Background: an optimization exercise with open tools, aiming at a short achievable clock period and few clock cycles. Do not read the settings as production practice. Function was checked by simulation only, so behaviour that the tests miss may differ from the original. Power figures rest on the tool's default switching activity, not on a simulated workload.

[flow/run.sh]
#!/bin/bash
# synth_recipe.tcl (not shown) runs the flow's synth.tcl, then flattens the netlist and writes it again
# the make line also repeats each setting of config.mk as NAME=value (left out here)
make -C /OpenROAD-flow-scripts/flow DESIGN_CONFIG=/design/flow/config.mk WORK_HOME=/design/flow/orfs CLKGATE_MAP_FILE= SYNTH_SCRIPT=/design/flow/synth_recipe.tcl finish
[flow/config.mk]
export PLATFORM = sky130hd
export DESIGN_NAME = cpu
export DESIGN_NICKNAME = cpu
export VERILOG_FILES = /design/flow/design.v
export SDC_FILE = /design/flow/constraint.sdc
export NUM_CORES = 4
export LEC_CHECK = 0
export CAP_MARGIN = 20
export CORE_MARGIN = 2
export CORE_UTILIZATION = 40
export PLACE_DENSITY = 0.6
export SLEW_MARGIN = 20
[flow/constraint.sdc]
create_clock -name core_clock -period 5.6 [get_ports {clk}]
set_input_delay 1.1200 -clock core_clock [delete_from_list [all_inputs] [get_ports {clk}]]
set_output_delay 1.1200 -clock core_clock [all_outputs]
set_load 0.01 [all_outputs]
[flow/design.v]
package definesPkg;
   parameter IF_ID_WIDTH = 32;
   parameter ID_EX_WIDTH = (16 * 6) + (2 * 3) + (2 * 1);
   parameter EX_WB_WIDTH = (16 * 5);
endpackage
module ALU(
	clk,
	reset,
   ALUop,
   ALUop1,
   ALUop2,
   o_N,
   o_Z,
	N,
	Z,
	update_flags,
   ALUout
);
	input clk, reset;
   input [2:0] ALUop;
   input [15:0] ALUop1;
   input [15:0] ALUop2;
   output logic o_N;
   output logic o_Z;
	output logic N;
	output logic Z;
	input update_flags;
   output logic [15:0] ALUout;
   assign o_Z = ~|{ALUout};
   assign o_N = ALUout[15];
	always_ff @(posedge clk or posedge reset) begin
		if(reset) begin
			N <= '0;
			Z <= '0;
		end else begin
			if(update_flags) begin
				N <= o_N;
				Z <= o_Z;
			end
		end
	end
   always_comb begin
      case(ALUop)
         'b000: ALUout = ALUop1 + ALUop2;
         'b001: ALUout = ALUop1 - ALUop2;
         'b010: ALUout = ALUop1 + (ALUop2 << 1);                
         'b011: ALUout = ALUop1;                                
         'b100: ALUout = (ALUop2 << 8) | {8'b0, ALUop1[7:0]};  
         default: ALUout = '0;
      endcase
   end
endmodule
module RF
(
   clk, 
   reset,
   reg1,
   reg2,
   regw,
   dataw,
   data2,
   data1,
   RFWrite,
	regs
);
   input clk;
   input reset;
   output logic [7:0][15:0] regs;
   input [2:0] reg1;  
   input [2:0] reg2;  
   input [2:0] regw;  
   input RFWrite;
   input [15:0] dataw;
   output [15:0] data1;
   output [15:0] data2;
   assign data1 = regs[reg1];
   assign data2 = regs[reg2];
   always_ff @(posedge clk) begin
      if(reset) begin
         regs <= {16'hBADD, 16'hCAFE, 16'hBADD, 16'hCAFE, 16'hBADD, 16'hCAFE, 16'hBADD, 16'hCAFE};
      end else begin
         if(RFWrite) begin
            regs[regw] <= dataw;
         end
      end
   end
endmodule
import definesPkg::*;
module datapath_fetch
(
   clk,
   reset,
   BT,
   i_pc_rddata,
   IF_ID,
   PC,
	taken,
	f_valid
);
   input clk;
   input reset;
   input [15:0] BT;
	input taken;
   input [15:0] i_pc_rddata;
	output logic f_valid;
	assign f_valid = 1'b1;
   output logic [15:0] PC;
   output logic [IF_ID_WIDTH-1:0] IF_ID;
	wire [15:0] PC_input = (taken == 1'b1) ? (BT) : (PC + 16'd2); 
   always_ff @(posedge clk or posedge reset) begin
      if(reset) begin
         PC <= '0;
         IF_ID <= '0;
      end else begin
         PC <= PC_input;
         IF_ID[31:16] <= PC_input;
         IF_ID[15:0] <= '0;
      end
   end
endmodule
import definesPkg::*;
module datapath_RF_Read
(
   clk,
   reset,
	i_pc_rddata,
   Rx,
   Ry,
   data1,
   data2,
   IF_ID,
   ID_EX,
	dataw,
	regw,
	RFWrite,
	taken,
	f_valid,
	d_valid
);
	input clk;
	input reset;
	input taken;
	input f_valid;
	output d_valid;
	input [15:0] i_pc_rddata;
	input          [IF_ID_WIDTH-1:0] IF_ID;
	output logic   [ID_EX_WIDTH-1:0] ID_EX;   
	wire [15:0] PC = IF_ID[31:16];
	wire [15:0] instr = i_pc_rddata[15:0];
	output logic [2:0] Rx;
	output logic [2:0] Ry;
	logic Rx_valid, Ry_valid;
	input [15:0] data1;  
	input [15:0] data2;  
	logic [15:0] s_ext_imm8;
	logic [15:0] s_ext_imm11;
	logic d_valid;
	always_ff @(posedge clk or posedge reset) begin
		if(reset) begin
			d_valid <= '0;
		end else begin
			d_valid <= (taken) ? '0 : f_valid;
		end
	end
	wire [4:0] opcode = instr[4:0];
	input [15:0] dataw;
	input [2:0] regw;
	input RFWrite;
	logic [15:0] operand1;
	logic [15:0] operand2;
   always_comb begin
      Ry = instr[10:8];		
      Rx = instr[7:5];
		casex(opcode) 
			5'bx00xx, 5'b0010x, 5'b10110, 5'b0100x, 5'b01010, 5'b01100: Rx_valid = '1;
			default: Rx_valid = '0;
		endcase
		casex(opcode) 
			5'b000xx, 5'b0010x: Ry_valid = '1;
			default: Ry_valid = '0;
		endcase
   end
	always_comb begin
		operand1 = data1;
		operand2 = data2;
		if(RFWrite && (regw == Rx)) begin
			operand1 = dataw;
		end
		if(RFWrite && (regw == Ry)) begin
			operand2 = dataw;
		end
	end
   always_comb begin
      s_ext_imm8 = {{8{instr[15]}}, instr[15:8]};
   end
   always_comb begin
      s_ext_imm11 = {{5{instr[15]}}, instr[15:5]};
   end
   always_ff @(posedge clk or posedge reset) begin
      if(reset) begin
         ID_EX <= '0;   
      end else begin
         ID_EX <= {Rx_valid, Ry_valid, Rx, Ry, s_ext_imm8, s_ext_imm11, operand1, operand2, PC, instr};  
      end
   end
endmodule
import definesPkg::*;
module datapath_execute
(
   clk,
   reset,
   ID_EX,
   EX_WB,
	ALUop,
	ALUop1,
	ALUop2,
	ALUout,
	Z,
	N,
	update_flags,
   o_ldst_addr,
   o_ldst_rd,
   o_ldst_wr,
   o_ldst_wrdata,
	dataw,
	regw,
	RFWrite,
	BT,
	taken,
	d_valid,
	ex_valid
);
   input clk;
   input reset;   
   input d_valid;
	output logic [15:0] BT;
	output logic taken;
   input [ID_EX_WIDTH-1:0] ID_EX;
   output logic [EX_WB_WIDTH-1:0] EX_WB;
   wire [15:0] PC;
   wire [15:0] instr;
   wire [15:0] data1;  
   wire [15:0] data2;  
   wire [15:0] s_ext_imm8;
   wire [15:0] s_ext_imm11;
	output logic ex_valid;
	wire [2:0] Rx;
	wire [2:0] Ry;
	wire Rx_valid, Ry_valid;
   assign {Rx_valid, Ry_valid, Rx, Ry, s_ext_imm8, s_ext_imm11, data1, data2, PC, instr} = ID_EX;
	always_ff @(posedge clk or posedge reset) begin
		if(reset) begin
			ex_valid <= '0;
		end else begin
			ex_valid <= (taken) ? '0 : d_valid;
		end
	end
   output logic [2:0] ALUop;	
   output logic [15:0] ALUop1;
   output logic [15:0] ALUop2;
	input [15:0] ALUout;
	input Z, N;
	output logic update_flags;
	output logic [15:0] o_ldst_addr;
   output logic o_ldst_rd;
   output logic o_ldst_wr;
   output logic [15:0] o_ldst_wrdata;
	wire [4:0] opcode = instr[4:0];
	input [15:0] dataw;
	input [2:0] regw;
	input RFWrite;
	logic [15:0] operand1;
	logic [15:0] operand2;
	always_comb begin
		operand1 = data1;
		operand2 = data2;
		if((regw == Rx) & Rx_valid & RFWrite) begin
			operand1 = dataw;
		end
		if((regw == Ry) & Ry_valid & RFWrite) begin
			operand2 = dataw;
		end
	end
	always_comb begin
		taken = '0;
		if(ex_valid) begin
			casex(opcode)
				5'bx1x00: begin 
					taken = '1;
				end
				5'bx1001: begin
					taken = Z;
				end
				5'bx1010: begin
					taken = N;
				end
				default: begin
					taken = '0;
				end
			endcase
		end
	end
	always_comb begin
		BT = ALUout;
	end
	always_comb begin
		update_flags = '0;
		casex(opcode)
			5'b00000: begin
				ALUop1 = '0;
				ALUop2 = operand2;
			end
			5'b00001: begin
				ALUop1 = operand1;
				ALUop2 = operand2;
				update_flags = ex_valid;
			end
			5'b0001x: begin
				ALUop1 = operand1;
				ALUop2 = operand2;
				update_flags = ex_valid;
			end
			5'b10000: begin
				ALUop1 = '0;
				ALUop2 = s_ext_imm8;
			end
			5'b10001: begin
				ALUop1 = operand1;
				ALUop2 = s_ext_imm8;
				update_flags = ex_valid;
			end
			5'b1001x: begin
				ALUop1 = operand1;
				ALUop2 = s_ext_imm8;
				update_flags = ex_valid;
			end
			5'b10110: begin
				ALUop1 = operand1;
				ALUop2 = instr[15:8];  
			end
			5'b11100, 5'b11000, 5'b11001, 5'b11010: begin
				ALUop1 = PC;
				ALUop2 = s_ext_imm11;
			end
			5'b01100, 5'b01000, 5'b01001, 5'b01010: begin
				ALUop1 = operand1;
				ALUop2 = 'x;
			end
			default: begin
				ALUop1 = 'x;
				ALUop2 = 'x;
			end
		endcase
	end
   always_comb begin
      casex(opcode) 
         5'bx000x: ALUop = 3'b000; 
         5'bx001x: ALUop = 3'b001;
			5'b10110: ALUop = 3'b100;
			5'b1100x, 5'b11010, 5'b11100: ALUop = 3'b010;
			5'b0100x, 5'b01010, 5'b01100: ALUop = 3'b011;
         default: ALUop = '0;
      endcase
   end
	always_comb begin
		if(ex_valid) begin
			case(opcode)
				5'b00100: begin
					o_ldst_addr = operand2;
					o_ldst_rd = 1'b1;
					o_ldst_wr = 1'b0;
					o_ldst_wrdata = 'x;
				end
				5'b00101: begin
					o_ldst_addr = operand2;
					o_ldst_rd = 1'b0;
					o_ldst_wr = 1'b1;
					o_ldst_wrdata = operand1;
				end
				default: begin
					o_ldst_addr = 'x;
					o_ldst_wrdata = 'x;
					o_ldst_wr = '0;
					o_ldst_rd = '0;
				end
			endcase
		end else begin
			o_ldst_addr = 'x;
			o_ldst_wrdata = 'x;
			o_ldst_wr = '0;
			o_ldst_rd = '0;
		end
	end
	always_ff @(posedge clk or posedge reset) begin
		if(reset) begin
			EX_WB <= '0;
		end else begin
			EX_WB <= {PC, data1, data2, ALUout, instr};
		end
	end
endmodule
import definesPkg::*;
module datapath_writeback
(
   clk,
   reset,
   EX_WB,
	i_ldst_rddata,
	RFWrite,
	dataw,
	regw,
	ex_valid,
	wb_valid
);
   input clk;
   input reset;
	input ex_valid;
   input [EX_WB_WIDTH-1:0] EX_WB;
   input [15:0] i_ldst_rddata;
	wire [15:0] instr;
	wire [15:0] ALUout;
   wire [15:0] data1;  
   wire [15:0] data2;  
	output logic wb_valid;
	output logic RFWrite;
	output logic [15:0] dataw;
	output logic [2:0] regw;
	logic[15:0] PC;
	assign {PC, data1, data2, ALUout, instr} = EX_WB;
	wire [4:0] opcode = instr[4:0];
	always_ff @(posedge clk or posedge reset) begin
		if(reset) begin
			wb_valid <= '0;
		end else begin
			wb_valid <= ex_valid;
		end
	end
	always_comb begin
		RFWrite = 1'b0;
		if(wb_valid) begin
			casex(opcode)
				5'b0000x, 5'b00010, 5'b1000x, 5'b10010, 5'b10110: begin
					RFWrite = 1'b1;
					dataw = ALUout;
					regw = instr[7:5];
				end
				5'b11100, 5'b01100: begin
					RFWrite = 1'b1;
					dataw = PC;
					regw = 3'd7;
				end
				5'b00100: begin
					RFWrite = 1'b1;
					dataw = i_ldst_rddata;  
					regw = instr[7:5];  
				end
				default: begin
					RFWrite = 1'b0;
					dataw = 'x;
					regw = 'x;
				end
			endcase
		end else begin
			RFWrite = 1'b0;
			dataw = 'x;
			regw = 'x;
		end
	end
endmodule
import definesPkg::*;
module cpu
(
   input clk,
   input reset,
   output [15:0] o_pc_addr,
   output o_pc_rd,
   input [15:0] i_pc_rddata,
   output [15:0] o_ldst_addr,
   output o_ldst_rd,
   output o_ldst_wr,
   input [15:0] i_ldst_rddata,
   output [15:0] o_ldst_wrdata,
   output [127:0] o_tb_regs
);
   wire [15:0] PC;
   wire [15:0] BT;
   wire [IF_ID_WIDTH-1:0] IF_ID;
	wire taken;
   datapath_fetch f0(.*);
   assign o_pc_rd = '1;
   assign o_pc_addr = PC;
	wire f_valid;
   wire [15:0] data1;
   wire [15:0] data2;
   wire [15:0] dataw;
   wire [2:0] reg1; 
   wire [2:0] reg2; 
   wire [2:0] regw; 
	wire [7:0][15:0] regs;
   wire RFWrite;
   RF rf0(.*);
   assign o_tb_regs = regs;
	wire d_valid;
   wire [ID_EX_WIDTH-1:0] ID_EX;
   wire [2:0] Rx;
   wire [2:0] Ry;
   assign reg1 = Rx;
   assign reg2 = Ry;
   datapath_RF_Read r0(.*);
	wire ex_valid;
   wire [EX_WB_WIDTH-1:0] EX_WB;
   datapath_execute ex0(.*);
   wire [2:0] ALUop;
   wire [15:0] ALUop1;
   wire [15:0] ALUop2;
   wire logic o_N;
   wire logic o_Z;
	wire N, Z, update_flags;
   wire [15:0] ALUout;  
   ALU a0(.*);
   wire wb_valid;
   datapath_writeback wb0(.*);
endmodule
==> run notes <==
Core Util, Final=53.61%; Initial Util=just over 40%; pin count of the biggest net entering global routing=between 60 and 70; post-synthesis mux area share=approximately 15%; share of cells above drive strength 1=20.71%; Worst EP arrival=5.93 ns; hold crit path type=flip-flop to flip-flop; Clock Root Buffer=clkbuf_16; status=finished clean; vias in the first global route=12310; top cells by count, synth=128 x dfxtp_1, 127 x dfrtp_1, 100 x nand2_1; die area=around 37000 sq um; FP Rows=68; placed cell area=17360 sq um; H-tree levels=1; CP Buf/Inv Count=4; pwr/cell area=353.3 nW/um^2; Synth Area in Adders=3.744%; Least-Margin Pin Slew=~1.1 ns; TritonCTS clock tree=built; Mapped Area=~14000 sq um; total CTS buffers=28; Power Total=between 6 and 7 mW; Final Skew=~0.026 ns; wire per inst=about 26 um; fin cells=roughly 2100; Final Wtd Congestion=between 0.9 and 1; total clock sinks=255; ant diodes=0; Post-synth EDFFs=0; Synth async-reset ratio=49.80%; max frequency=approximately 180 MHz; Crit path required time=about 6 ns; max_slew headroom=around 29%; slowest cell on the critical path=fa_1; io pins=213; Pleak=~7.3 nW; Crit. End Element=flip-flop; ANT nets after route=0; Max Slew Vio Count=0; register area share after synthesis=roughly two fifths; core area=approximately 35000 sq um; unique cell type count in the Yosys netlist=91; Mapped Cells=1317; die width=191.3 um; synth warn=6; Worst path most repeated cell=buf_4; Synth area leaders=dfrtp_1 23%, dfxtp_1 18%, mux4_2 10%; I/O Buffers=roughly 210; Hold Vio Cnt, Final=0; Yosys top cell by area=dfrtp_1; DR vias=about 13000; initial drt markers=about 1200; die height=between 150 and 200 um; syn avg cell area=10.66 sq um; Final Cell Area=18520 sq um; global route total overflow=0; compound-gate portion of the synthesized area=a little over a fifth; fillcell total=3099; fin nets=around 1700; Avg Vias per Cell=6.009; clk latency of the worst-skew pair=0.57 ns; dpl hpwl=~39 mm; Startpoint Class=flip-flop; Remaining DRCs=0; hold_ws=0.3852 ns; final WL=53.09 mm; Final Cycle Share=a little over nine tenths; First-pass DRT Iterations=7; Synth Net Count=1391; Hold Buf Count CTS=0; area growth from synthesis to layout=31.95%; CP cell instances=buf_4, a2111oi_2, a21o_1, buf_4, inv_2, xnor2_2, a41oi_1, a211oi_1, nor2_1, ha_1, a21oi_1, buf_4, fa_1, a211oi_2, o21a_1, o21bai_1, xor2_1, a222oi_1, o21ai_0, nor4_1, nand4_1, nor4_2, nand4_1, nand2_1; Seq cells post-synth=~260; most frequent cell after synthesis=dfxtp_1; main combinational cell family by area after synthesis=compound AO/OA/AOI/OAI gates; first-pass GRT wire length=78.28 mm; critical-path maximum fanout=5; global-route usage over all layers=approximately 29%; unrepaired setup endpoints after global routing=true; maxcap violations=0; antenna violations before repair=0; main flop type after synthesis=dfxtp_1; Crit Path Class=flip-flop to flip-flop; Worst VDD drop=0.2440 mV; Simple-Gate Fraction of Synth Area=roughly 11%; CTS Buffer Depth=3; Final Critical Period=5.440 ns; Final Setup Violations=0; XOR/XNOR Fraction of Synth Area=4.466%; CP top delay family=compound AO/OA/AOI/OAI gates; Reg clk slew, reported paths=approximately 0.060 ns; Max stage delay on crit path=roughly 0.43 ns; DP Cell Count=2022; post-synth top area share=22.64%
## sequential cells by signal, indices dropped and copies added (netlist names)
register and cells:
a0.N 1, rf0.regs 128, r0.d_valid 1, r0.ID_EX 66
a0.Z 1, ex0.EX_WB 40, wb0.wb_valid 1, f0.IF_ID 1
ex0.ex_valid 1, f0.PC 15
## power by group
part / switching, mW / internal (mW) / leakage, nW
combinational: 1.23 / 0.988 / 4.33
clock: 0.767 / 1.19 / 0.479
sequential: 0.248 / 2.12 / 2.47
total: 2.25 / 4.29 / 7.28
## final timing paths
check	to	cells past startpoint	slack (ns)	from
worst max-delay path	a0.Z$_DFFE_PP0P_	24	0.16	ex0.EX_WB[0]$_DFF_PP0_
worst min-delay path	ex0.EX_WB[69]$_DFF_PP0_	0	0.39	r0.ID_EX[21]$_DFF_PP0_
worst max register to register	a0.Z$_DFFE_PP0P_	24	0.16	ex0.EX_WB[0]$_DFF_PP0_
worst min register to register	ex0.EX_WB[69]$_DFF_PP0_	0	0.39	r0.ID_EX[21]$_DFF_PP0_
max in group asynchronous	ex0.EX_WB[3]$_DFF_PP0_	3	3.75	reset
min in group asynchronous	r0.ID_EX[43]$_DFF_PP0_	2	1.00	reset
## worst reg2reg max path, stage by stage, from the launching register on
cell and delay [ns]:
dfrtp_2 0.41, buf_4 0.17, a2111oi_2 0.35, a21o_1 0.22
buf_4 0.15, inv_2 0.06, xnor2_2 0.22, a41oi_1 0.23
a211oi_1 0.37, nor2_1 0.11, ha_1 0.29, a21oi_1 0.08
buf_4 0.17, fa_1 0.43, a211oi_2 0.34, o21a_1 0.27
o21bai_1 0.11, xor2_1 0.15, a222oi_1 0.21, o21ai_0 0.18
nor4_1 0.29, nand4_1 0.18, nor4_2 0.21, nand4_1 0.11
nand2_1 0.08
## metal layers
metal,share of wire [%],vias up,global-route usage [%]
met4,2.9,0,8.343
li1,-,5593,-
met2,46,594,45.63
met3,7.6,101,4.424
met1,43,6222,40.22
met5,0,-,0
## through the flow
stage               setup TNS, ns  worst slack (ns)
floorplan                       0            0.2793
global placement                0           0.06302
detailed placement              0           0.02086
CTS                             0           0.02353
global route              -0.1138           -0.1016
finish                          0            0.1601
## layout by cell type (no fill, tap or decap), types with 15 or more instances in the layout
cell             Yosys  routed
a21oi_1             43      43
a221o_1             98      98
a22oi_1             56      56
buf_4                3     138
clkbuf_16            0      30
clkdlybuf4s50_1      0     206
dfrtp_1            127     124
dfxtp_1            128     128
ha_1                38      38
inv_1               37      36
mux2_2              16      16
mux2i_1             45      45
mux4_2              64      64
nand2_1            100     100
nor2_1              96      94
nor2b_1             16      16
nor3_1              19      15
o21ai_0             67      65
xnor2_1             31      31
xor2_1              30      30
## cell type report
cell class	instances	area (sq um)	area share (%)
clock buffer	43	859.6	4.641
clock inverter	9	123.9	0.6688
inverter	38	145.1	0.7837
multi-input combinational	930	7895	42.63
sequential	255	5744	31.02
tap	455	569.3	3.074
timing repair buffer	352	3183	17.19
## cell families after synthesis
family,after synthesis
other,1
flip-flops,255
AND/OR/NAND/NOR,322
XOR/XNOR,66
multiplexers,125
adder cells (fa/ha/maj),41
AO/OA/AOI/OAI,375
buffers and inverters,132
## repair_timing
item / CTS / global route
buffers inserted: 0 / 8
endpoints found under the setup margin: 0 / 8
resized for setup: 0 / 25
Testbench counts, summed over its fixed seeds: cycles 64,986.

-- port drivers added, routing unchanged --
No port has a modelled driver above. Below, the same layout with a new extraction and two added sets of constraints. Step 1: set_driving_cell puts a clkbuf_16 on clk and a buf_2 on each other input, an assumption about the parent block. Step 2 also shifts input and output timing later by t, the mid clock arrival at the registers, as if the neighbouring blocks saw the same clock. Slacks: ideal ports / drivers / drivers and shift; pairs: ideal ports / drivers.
t (ns): 0.605
slack for setup (ns): 0.160 / 0.160 / 0.095
clock arrival spread, ns: 0.027 / 0.027
worst register clock-pin slew, ns: 0.06 / 0.06
After both steps this run still meets setup and hold. For this run, drivers alone change the setup slack by 0.000 ns; drivers and shift together by -0.065 ns.
